Context: an optimization exercise on an open-source flow, tuned for small area and a short achievable clock period. The choices shown serve that exercise and are no tape-out recipe. The RTL was checked by simulation tests, not by an equivalence proof against the original design.

==> v30 <==
==> flow/design.v (excerpt) <==
module conv2d (clk, reset, valid_in, data_in, kernel_in, load_kernel_done, data_out, valid_out, lf_done);
input clk, reset, valid_in;
input [31:0] data_in, kernel_in;
output load_kernel_done, valid_out;
output [31:0] data_out;
output lf_done;
wire [31:0] w1, w2, w3, w4, w5, w6, w7, w8, w9;
wire [46*9-1:0] k;
wire win;
reg win_q;
counter cnt(.clk(clk), .reset(reset), .acc(valid_in), .lf_done(lf_done), .win(win));
always @(posedge clk) win_q <= reset & win;
double_linebuffer dblb(.clk(clk), .reset(reset), .valid_in(valid_in), .in(data_in),
	.w1(w1), .w2(w2), .w3(w3), .w4(w4), .w5(w5), .w6(w6), .w7(w7), .w8(w8), .w9(w9));
kernel ker1(.clk(clk), .reset(reset), .kernel_in(kernel_in), .load_kernel_done(load_kernel_done), .k(k));
alu alu1(.clk(clk), .reset(reset), .enable(win_q), .w1(w1), .w2(w2), .w3(w3), .w4(w4), .w5(w5),
	.w6(w6), .w7(w7), .w8(w8), .w9(w9), .k(k), .out(data_out), .valid_out(valid_out));
endmodule
Settings: LEC_CHECK=0, ABC_AREA=1, CAP_MARGIN=50, CORE_MARGIN=2, CORE_UTILIZATION=55, CTS_CLUSTER_DIAMETER=80, CTS_CLUSTER_SIZE=20, PLACE_DENSITY=0.66, SETUP_SLACK_MARGIN=5, SLEW_MARGIN=65; clock period 11.0 ns.
standard.sh (not shown) runs the stock make flow with config.mk's settings and CLKGATE_MAP_FILE= SYNTH_SCRIPT=/design/flow/synth_recipe.tcl, a recipe that flattens the netlist after the stock synthesis.
==> flow/flow/run.sh <==
#!/bin/bash
# Own layout flow: the standard flow (standard.sh) on all steps, with
# - a full-adder polarity pass at the start of floorplan (flow/pol.tcl) that
#   removes inverters Yosys's full-adder extraction leaves between adder cells,
# - port buffers of type buf_4 (the default picks a slow delay cell),
# - clock tree synthesis without dummy loads, with 20-sink clusters,
# - timing repair allowed to resize cells across footprints, aimed at a setup
#   target tighter than the 11 ns clock needs, so the achieved period improves.
# Each step's full log stays in orfs/logs/; make's own output goes to make.log.
set -euo pipefail
bash standard.sh MATCH_CELL_FOOTPRINT=0 SETUP_SLACK_MARGIN=7.5 \
  "PRE_FLOORPLAN_TCL=$PWD/flow/pol.tcl" \
  "BUFFER_PORTS_ARGS=-buffer_cell sky130_fd_sc_hd__buf_4" \
  "CTS_ARGS=-sink_clustering_enable -repair_clock_nets -dont_use_dummy_load -sink_clustering_size 20 -sink_clustering_max_diameter 80" \
  finish > make.log 2>&1
Other scripts of this flow, unchanged in this note and not shown: flow/flow/pol.tcl
==> inputs of v13, as changes to v30 <==
--- a/flow/design.v
+++ b/flow/design.v
@@ -100,16 +100,17 @@
 input clk;
 input [45:0] k;    
 input [31:0] w;
 output reg [33:0] p;
 wire z = k[36] | ~|w[30:0];
 wire sg = k[45] ^ w[31];
 wire [7:0] ke = k[44:37];
 wire [7:0] e0 = ke + w[30:23] + 8'd129;   
+wire [7:0] e1 = ke + w[30:23] + 8'd130;   
 wire [24:0] x = {2'b01, w[22:0]};
 wire one0 = k[0];
 wire two0 = k[12];
 wire neg0 = k[24];
 wire pp0_0 = ((one0 & x[0]) | (two0 & 1'b0)) ^ neg0;
 wire pp0_1 = ((one0 & x[1]) | (two0 & x[0])) ^ neg0;
 wire pp0_2 = ((one0 & x[2]) | (two0 & x[1])) ^ neg0;
 wire pp0_3 = ((one0 & x[3]) | (two0 & x[2])) ^ neg0;
@@ -954,17 +955,17 @@
 wire t_t498 = (pp11_21 & t_t414) | (pp11_21 & t_t412) | (t_t414 & t_t412);
 wire t_t499 = pp10_24 ^ pp11_22 ^ t_t417;
 wire t_t500 = (pp10_24 & pp11_22) | (pp10_24 & t_t417) | (pp11_22 & t_t417);
 wire t_t501 = x[21] ^ nn10 ^ t_t418;
 wire t_t502 = (x[21] & nn10) | (x[21] & t_t418) | (nn10 & t_t418);
 wire t_t503 = 1'b1 ^ x[22];
 wire t_t504 = 1'b1 & x[22];
 reg r_z, r_s;
-reg [7:0] r_e0;
+reg [7:0] r_e0, r_e1;
 reg c0_0;
 reg c0_1;
 reg c1_2;
 reg c2_3;
 reg c2_4;
 reg c2_5;
 reg c3_6;
 reg c3_7;
@@ -1098,16 +1099,17 @@
 reg c46_135;
 reg c46_136;
 reg c47_137;
 reg c47_138;
 always @(posedge clk) begin
 	r_z <= z;
 	r_s <= sg;
 	r_e0 <= e0;
+	r_e1 <= e1;
 	c0_0 <= neg0;
 	c0_1 <= pp0_0;
 	c1_2 <= pp0_1;
 	c2_3 <= neg1;
 	c2_4 <= pp0_2;
 	c2_5 <= pp1_0;
 	c3_6 <= pp0_3;
 	c3_7 <= pp1_1;
@@ -1333,19 +1335,18 @@
 wire u_t88 = (c45_131 & c45_132) | (c45_131 & c45_133) | (c45_132 & c45_133);
 wire u_t89 = c46_134 ^ c46_135 ^ c46_136;
 wire u_t90 = (c46_134 & c46_135) | (c46_134 & c46_136) | (c46_135 & c46_136);
 wire u_t91 = 1'b1 ^ c47_137 ^ c47_138;
 wire u_t92 = (1'b1 & c47_137) | (1'b1 & c47_138) | (c47_137 & c47_138);
 wire [47:0] ra = {u_t91, u_t89, u_t87, u_t85, u_t83, u_t81, u_t79, u_t77, u_t75, u_t73, u_t71, u_t69, u_t67, u_t65, u_t63, u_t61, u_t59, u_t57, u_t55, u_t53, u_t51, u_t49, u_t47, u_t45, u_t43, u_t41, u_t39, u_t37, u_t35, u_t33, u_t31, u_t29, u_t27, u_t25, u_t23, u_t21, u_t19, u_t17, u_t15, u_t13, u_t11, u_t9, u_t7, u_t5, u_t3, u_t1, c1_2, c0_0};
 wire [47:0] rb = {u_t90, u_t88, u_t86, u_t84, u_t82, u_t80, u_t78, u_t76, u_t74, u_t72, u_t70, u_t68, u_t66, u_t64, u_t62, u_t60, u_t58, u_t56, u_t54, u_t52, u_t50, u_t48, u_t46, u_t44, u_t42, u_t40, u_t38, u_t36, u_t34, u_t32, u_t30, u_t28, u_t26, u_t24, u_t22, u_t20, u_t18, u_t16, u_t14, u_t12, u_t10, u_t8, u_t6, u_t4, u_t2, c2_5, 1'b0, c0_1};
 wire [47:0] m = ra + rb;
-wire [7:0] e1s = r_e0 + 8'd1;
 always @(posedge clk)
-	p <= r_z ? 34'd0 : {r_s, m[47] ? e1s : r_e0, m[47:23]};
+	p <= r_z ? 34'd0 : {r_s, m[47] ? r_e1 : r_e0, m[47:23]};
 endmodule
 module fp_add_p (clk, A, B, C);
 input clk;
 input [33:0] A, B;
 output reg [31:0] C;
 wire [31:0] a = {A[33:25], A[24] ? A[23:1] : A[22:0]};
 wire [31:0] b = {B[33:25], B[24] ? B[23:1] : B[22:0]};
 wire bz = ~|a & ~|b;
@@ -1952,16 +1953,17 @@
 module conv2d (clk, reset, valid_in, data_in, kernel_in, load_kernel_done, data_out, valid_out, lf_done);
 input clk, reset, valid_in;
 input [31:0] data_in, kernel_in;
 output load_kernel_done, valid_out;
 output [31:0] data_out;
 output lf_done;
 wire [31:0] w1, w2, w3, w4, w5, w6, w7, w8, w9;
 wire [46*9-1:0] k;
+wire [31:0] alu_out;
 wire win;
 reg win_q;
 counter cnt(.clk(clk), .reset(reset), .acc(valid_in), .lf_done(lf_done), .win(win));
 always @(posedge clk) win_q <= reset & win;
 double_linebuffer dblb(.clk(clk), .reset(reset), .valid_in(valid_in), .in(data_in),
 	.w1(w1), .w2(w2), .w3(w3), .w4(w4), .w5(w5), .w6(w6), .w7(w7), .w8(w8), .w9(w9));
 kernel ker1(.clk(clk), .reset(reset), .kernel_in(kernel_in), .load_kernel_done(load_kernel_done), .k(k));
 alu alu1(.clk(clk), .reset(reset), .enable(win_q), .w1(w1), .w2(w2), .w3(w3), .w4(w4), .w5(w5),
==> flow/flow/run.sh (replaced) <==
#!/bin/bash
# Own layout flow: the standard flow (standard.sh) on all steps, with
# - a full-adder polarity pass at the start of floorplan (flow/pol.tcl) that
#   removes inverters Yosys's full-adder extraction leaves between adder cells,
# - port buffers of type buf_4 (the default picks a slow delay cell),
# - clock tree synthesis without dummy loads, with 20-sink clusters,
# - timing repair allowed to resize cells across footprints, aimed at a setup
#   target tighter than the 11 ns clock needs, so the achieved period improves.
# Each step's full log stays in orfs/logs/; make's own output goes to make.log.
set -euo pipefail
bash standard.sh MATCH_CELL_FOOTPRINT=0 SETUP_SLACK_MARGIN=7.0 \
  "PRE_FLOORPLAN_TCL=$PWD/flow/pol.tcl" \
  "BUFFER_PORTS_ARGS=-buffer_cell sky130_fd_sc_hd__buf_4" \
  "CTS_ARGS=-sink_clustering_enable -repair_clock_nets -dont_use_dummy_load -sink_clustering_size 20 -sink_clustering_max_diameter 80" \
  finish > make.log 2>&1
CORE_UTILIZATION = 50   (was 55)
PLACE_DENSITY = 0.62   (was 0.66)
==> inputs of v6, as changes to v30 <==
--- a/flow/design.v
+++ b/flow/design.v
@@ -100,16 +100,17 @@
 input clk;
 input [45:0] k;    
 input [31:0] w;
 output reg [33:0] p;
 wire z = k[36] | ~|w[30:0];
 wire sg = k[45] ^ w[31];
 wire [7:0] ke = k[44:37];
 wire [7:0] e0 = ke + w[30:23] + 8'd129;   
+wire [7:0] e1 = ke + w[30:23] + 8'd130;   
 wire [24:0] x = {2'b01, w[22:0]};
 wire one0 = k[0];
 wire two0 = k[12];
 wire neg0 = k[24];
 wire pp0_0 = ((one0 & x[0]) | (two0 & 1'b0)) ^ neg0;
 wire pp0_1 = ((one0 & x[1]) | (two0 & x[0])) ^ neg0;
 wire pp0_2 = ((one0 & x[2]) | (two0 & x[1])) ^ neg0;
 wire pp0_3 = ((one0 & x[3]) | (two0 & x[2])) ^ neg0;
@@ -954,17 +955,17 @@
 wire t_t498 = (pp11_21 & t_t414) | (pp11_21 & t_t412) | (t_t414 & t_t412);
 wire t_t499 = pp10_24 ^ pp11_22 ^ t_t417;
 wire t_t500 = (pp10_24 & pp11_22) | (pp10_24 & t_t417) | (pp11_22 & t_t417);
 wire t_t501 = x[21] ^ nn10 ^ t_t418;
 wire t_t502 = (x[21] & nn10) | (x[21] & t_t418) | (nn10 & t_t418);
 wire t_t503 = 1'b1 ^ x[22];
 wire t_t504 = 1'b1 & x[22];
 reg r_z, r_s;
-reg [7:0] r_e0;
+reg [7:0] r_e0, r_e1;
 reg c0_0;
 reg c0_1;
 reg c1_2;
 reg c2_3;
 reg c2_4;
 reg c2_5;
 reg c3_6;
 reg c3_7;
@@ -1098,16 +1099,17 @@
 reg c46_135;
 reg c46_136;
 reg c47_137;
 reg c47_138;
 always @(posedge clk) begin
 	r_z <= z;
 	r_s <= sg;
 	r_e0 <= e0;
+	r_e1 <= e1;
 	c0_0 <= neg0;
 	c0_1 <= pp0_0;
 	c1_2 <= pp0_1;
 	c2_3 <= neg1;
 	c2_4 <= pp0_2;
 	c2_5 <= pp1_0;
 	c3_6 <= pp0_3;
 	c3_7 <= pp1_1;
@@ -1333,19 +1335,18 @@
 wire u_t88 = (c45_131 & c45_132) | (c45_131 & c45_133) | (c45_132 & c45_133);
 wire u_t89 = c46_134 ^ c46_135 ^ c46_136;
 wire u_t90 = (c46_134 & c46_135) | (c46_134 & c46_136) | (c46_135 & c46_136);
 wire u_t91 = 1'b1 ^ c47_137 ^ c47_138;
 wire u_t92 = (1'b1 & c47_137) | (1'b1 & c47_138) | (c47_137 & c47_138);
 wire [47:0] ra = {u_t91, u_t89, u_t87, u_t85, u_t83, u_t81, u_t79, u_t77, u_t75, u_t73, u_t71, u_t69, u_t67, u_t65, u_t63, u_t61, u_t59, u_t57, u_t55, u_t53, u_t51, u_t49, u_t47, u_t45, u_t43, u_t41, u_t39, u_t37, u_t35, u_t33, u_t31, u_t29, u_t27, u_t25, u_t23, u_t21, u_t19, u_t17, u_t15, u_t13, u_t11, u_t9, u_t7, u_t5, u_t3, u_t1, c1_2, c0_0};
 wire [47:0] rb = {u_t90, u_t88, u_t86, u_t84, u_t82, u_t80, u_t78, u_t76, u_t74, u_t72, u_t70, u_t68, u_t66, u_t64, u_t62, u_t60, u_t58, u_t56, u_t54, u_t52, u_t50, u_t48, u_t46, u_t44, u_t42, u_t40, u_t38, u_t36, u_t34, u_t32, u_t30, u_t28, u_t26, u_t24, u_t22, u_t20, u_t18, u_t16, u_t14, u_t12, u_t10, u_t8, u_t6, u_t4, u_t2, c2_5, 1'b0, c0_1};
 wire [47:0] m = ra + rb;
-wire [7:0] e1s = r_e0 + 8'd1;
 always @(posedge clk)
-	p <= r_z ? 34'd0 : {r_s, m[47] ? e1s : r_e0, m[47:23]};
+	p <= r_z ? 34'd0 : {r_s, m[47] ? r_e1 : r_e0, m[47:23]};
 endmodule
 module fp_add_p (clk, A, B, C);
 input clk;
 input [33:0] A, B;
 output reg [31:0] C;
 wire [31:0] a = {A[33:25], A[24] ? A[23:1] : A[22:0]};
 wire [31:0] b = {B[33:25], B[24] ? B[23:1] : B[22:0]};
 wire bz = ~|a & ~|b;
@@ -1952,16 +1953,17 @@
 module conv2d (clk, reset, valid_in, data_in, kernel_in, load_kernel_done, data_out, valid_out, lf_done);
 input clk, reset, valid_in;
 input [31:0] data_in, kernel_in;
 output load_kernel_done, valid_out;
 output [31:0] data_out;
 output lf_done;
 wire [31:0] w1, w2, w3, w4, w5, w6, w7, w8, w9;
 wire [46*9-1:0] k;
+wire [31:0] alu_out;
 wire win;
 reg win_q;
 counter cnt(.clk(clk), .reset(reset), .acc(valid_in), .lf_done(lf_done), .win(win));
 always @(posedge clk) win_q <= reset & win;
 double_linebuffer dblb(.clk(clk), .reset(reset), .valid_in(valid_in), .in(data_in),
 	.w1(w1), .w2(w2), .w3(w3), .w4(w4), .w5(w5), .w6(w6), .w7(w7), .w8(w8), .w9(w9));
 kernel ker1(.clk(clk), .reset(reset), .kernel_in(kernel_in), .load_kernel_done(load_kernel_done), .k(k));
 alu alu1(.clk(clk), .reset(reset), .enable(win_q), .w1(w1), .w2(w2), .w3(w3), .w4(w4), .w5(w5),
CORE_UTILIZATION = 50   (was 55)
PLACE_DENSITY = 0.62   (was 0.66)
==> inputs of v23, as changes to v30 <==
--- a/flow/design.v
+++ b/flow/design.v
@@ -100,16 +100,17 @@
 input clk;
 input [45:0] k;    
 input [31:0] w;
 output reg [33:0] p;
 wire z = k[36] | ~|w[30:0];
 wire sg = k[45] ^ w[31];
 wire [7:0] ke = k[44:37];
 wire [7:0] e0 = ke + w[30:23] + 8'd129;   
+wire [7:0] e1 = ke + w[30:23] + 8'd130;   
 wire [24:0] x = {2'b01, w[22:0]};
 wire one0 = k[0];
 wire two0 = k[12];
 wire neg0 = k[24];
 wire pp0_0 = ((one0 & x[0]) | (two0 & 1'b0)) ^ neg0;
 wire pp0_1 = ((one0 & x[1]) | (two0 & x[0])) ^ neg0;
 wire pp0_2 = ((one0 & x[2]) | (two0 & x[1])) ^ neg0;
 wire pp0_3 = ((one0 & x[3]) | (two0 & x[2])) ^ neg0;
@@ -954,17 +955,17 @@
 wire t_t498 = (pp11_21 & t_t414) | (pp11_21 & t_t412) | (t_t414 & t_t412);
 wire t_t499 = pp10_24 ^ pp11_22 ^ t_t417;
 wire t_t500 = (pp10_24 & pp11_22) | (pp10_24 & t_t417) | (pp11_22 & t_t417);
 wire t_t501 = x[21] ^ nn10 ^ t_t418;
 wire t_t502 = (x[21] & nn10) | (x[21] & t_t418) | (nn10 & t_t418);
 wire t_t503 = 1'b1 ^ x[22];
 wire t_t504 = 1'b1 & x[22];
 reg r_z, r_s;
-reg [7:0] r_e0;
+reg [7:0] r_e0, r_e1;
 reg c0_0;
 reg c0_1;
 reg c1_2;
 reg c2_3;
 reg c2_4;
 reg c2_5;
 reg c3_6;
 reg c3_7;
@@ -1098,16 +1099,17 @@
 reg c46_135;
 reg c46_136;
 reg c47_137;
 reg c47_138;
 always @(posedge clk) begin
 	r_z <= z;
 	r_s <= sg;
 	r_e0 <= e0;
+	r_e1 <= e1;
 	c0_0 <= neg0;
 	c0_1 <= pp0_0;
 	c1_2 <= pp0_1;
 	c2_3 <= neg1;
 	c2_4 <= pp0_2;
 	c2_5 <= pp1_0;
 	c3_6 <= pp0_3;
 	c3_7 <= pp1_1;
@@ -1333,19 +1335,18 @@
 wire u_t88 = (c45_131 & c45_132) | (c45_131 & c45_133) | (c45_132 & c45_133);
 wire u_t89 = c46_134 ^ c46_135 ^ c46_136;
 wire u_t90 = (c46_134 & c46_135) | (c46_134 & c46_136) | (c46_135 & c46_136);
 wire u_t91 = 1'b1 ^ c47_137 ^ c47_138;
 wire u_t92 = (1'b1 & c47_137) | (1'b1 & c47_138) | (c47_137 & c47_138);
 wire [47:0] ra = {u_t91, u_t89, u_t87, u_t85, u_t83, u_t81, u_t79, u_t77, u_t75, u_t73, u_t71, u_t69, u_t67, u_t65, u_t63, u_t61, u_t59, u_t57, u_t55, u_t53, u_t51, u_t49, u_t47, u_t45, u_t43, u_t41, u_t39, u_t37, u_t35, u_t33, u_t31, u_t29, u_t27, u_t25, u_t23, u_t21, u_t19, u_t17, u_t15, u_t13, u_t11, u_t9, u_t7, u_t5, u_t3, u_t1, c1_2, c0_0};
 wire [47:0] rb = {u_t90, u_t88, u_t86, u_t84, u_t82, u_t80, u_t78, u_t76, u_t74, u_t72, u_t70, u_t68, u_t66, u_t64, u_t62, u_t60, u_t58, u_t56, u_t54, u_t52, u_t50, u_t48, u_t46, u_t44, u_t42, u_t40, u_t38, u_t36, u_t34, u_t32, u_t30, u_t28, u_t26, u_t24, u_t22, u_t20, u_t18, u_t16, u_t14, u_t12, u_t10, u_t8, u_t6, u_t4, u_t2, c2_5, 1'b0, c0_1};
 wire [47:0] m = ra + rb;
-wire [7:0] e1s = r_e0 + 8'd1;
 always @(posedge clk)
-	p <= r_z ? 34'd0 : {r_s, m[47] ? e1s : r_e0, m[47:23]};
+	p <= r_z ? 34'd0 : {r_s, m[47] ? r_e1 : r_e0, m[47:23]};
 endmodule
 module fp_add_p (clk, A, B, C);
 input clk;
 input [33:0] A, B;
 output reg [31:0] C;
 wire [31:0] a = {A[33:25], A[24] ? A[23:1] : A[22:0]};
 wire [31:0] b = {B[33:25], B[24] ? B[23:1] : B[22:0]};
 wire bz = ~|a & ~|b;
@@ -1952,16 +1953,17 @@
 module conv2d (clk, reset, valid_in, data_in, kernel_in, load_kernel_done, data_out, valid_out, lf_done);
 input clk, reset, valid_in;
 input [31:0] data_in, kernel_in;
 output load_kernel_done, valid_out;
 output [31:0] data_out;
 output lf_done;
 wire [31:0] w1, w2, w3, w4, w5, w6, w7, w8, w9;
 wire [46*9-1:0] k;
+wire [31:0] alu_out;
 wire win;
 reg win_q;
 counter cnt(.clk(clk), .reset(reset), .acc(valid_in), .lf_done(lf_done), .win(win));
 always @(posedge clk) win_q <= reset & win;
 double_linebuffer dblb(.clk(clk), .reset(reset), .valid_in(valid_in), .in(data_in),
 	.w1(w1), .w2(w2), .w3(w3), .w4(w4), .w5(w5), .w6(w6), .w7(w7), .w8(w8), .w9(w9));
 kernel ker1(.clk(clk), .reset(reset), .kernel_in(kernel_in), .load_kernel_done(load_kernel_done), .k(k));
 alu alu1(.clk(clk), .reset(reset), .enable(win_q), .w1(w1), .w2(w2), .w3(w3), .w4(w4), .w5(w5),
CORE_UTILIZATION = 58   (was 55)
PLACE_DENSITY = 0.69   (was 0.66)
==> flow_summary.yaml <==
status:
  status: "timing/DRC/antenna clean"
sta:
  setup_ws_ns: 7.29
layout:
  nFlopsAndLatches: 5667
setup_path:
  crit_slowest_cell: "dfxtp_2"
floorplanning:
  fp.coreArea_um2: 589000
# the run above: v23

==> flow_summary.yaml <==
setup_path:
  crit_slowest_cell: "dfxtp_2"
status:
  status: "timing/DRC/antenna clean"
layout:
  nFlopsAndLatches: 5667
sta:
  setup_ws_ns: 7.30
# the run above: v6

==> flow_summary.yaml <==
status:
  status: "timing/DRC/antenna clean"
layout:
  final_cell_mix: "6441 x nand2_1, 3409 x xor2_1, 3368 x inv_1"
  nFlopsAndLatches: 5595
clock_tree:
  cts_buffer_depth: 4
# the run above: v30

==> flow_summary.yaml <==
status:
  status: "timing/DRC/antenna clean"
layout:
  nFlopsAndLatches: 5667
setup_path:
  crit_slowest_cell: "fa_1"
floorplanning:
  fp.coreArea_um2: 684000
# the run above: v13

[what the ideal ports hide]
In the flow no input, the clock included, has a driving cell. The finished layouts below were timed again as built, in two steps. Step 1, drivers: a clkbuf_16 drives clk and a buf_2 each remaining input, both assumed. Step 2 times the ports against the registers' clock, not the clock port: input delays grow and output delays shrink by t, the midpoint of the rising clock arrivals with the driver on. a / b / c = no drivers / after step 1 / after step 2; a / b = the first two.
run | t, ns | setup WS [ns] | latest minus earliest clock arrival (ns)
v30 | 1.200 | 7.320 / 7.184 / 7.415 | 0.188 / 0.188
v13 | 1.179 | 7.064 / 7.064 / 7.064 | 0.180 / 0.181
v6 | 1.180 | 7.298 / 7.153 / 7.502 | 0.177 / 0.176
v23 | 1.191 | 7.286 / 7.151 / 7.500 | 0.232 / 0.232
After both steps every run listed still meets setup and hold.
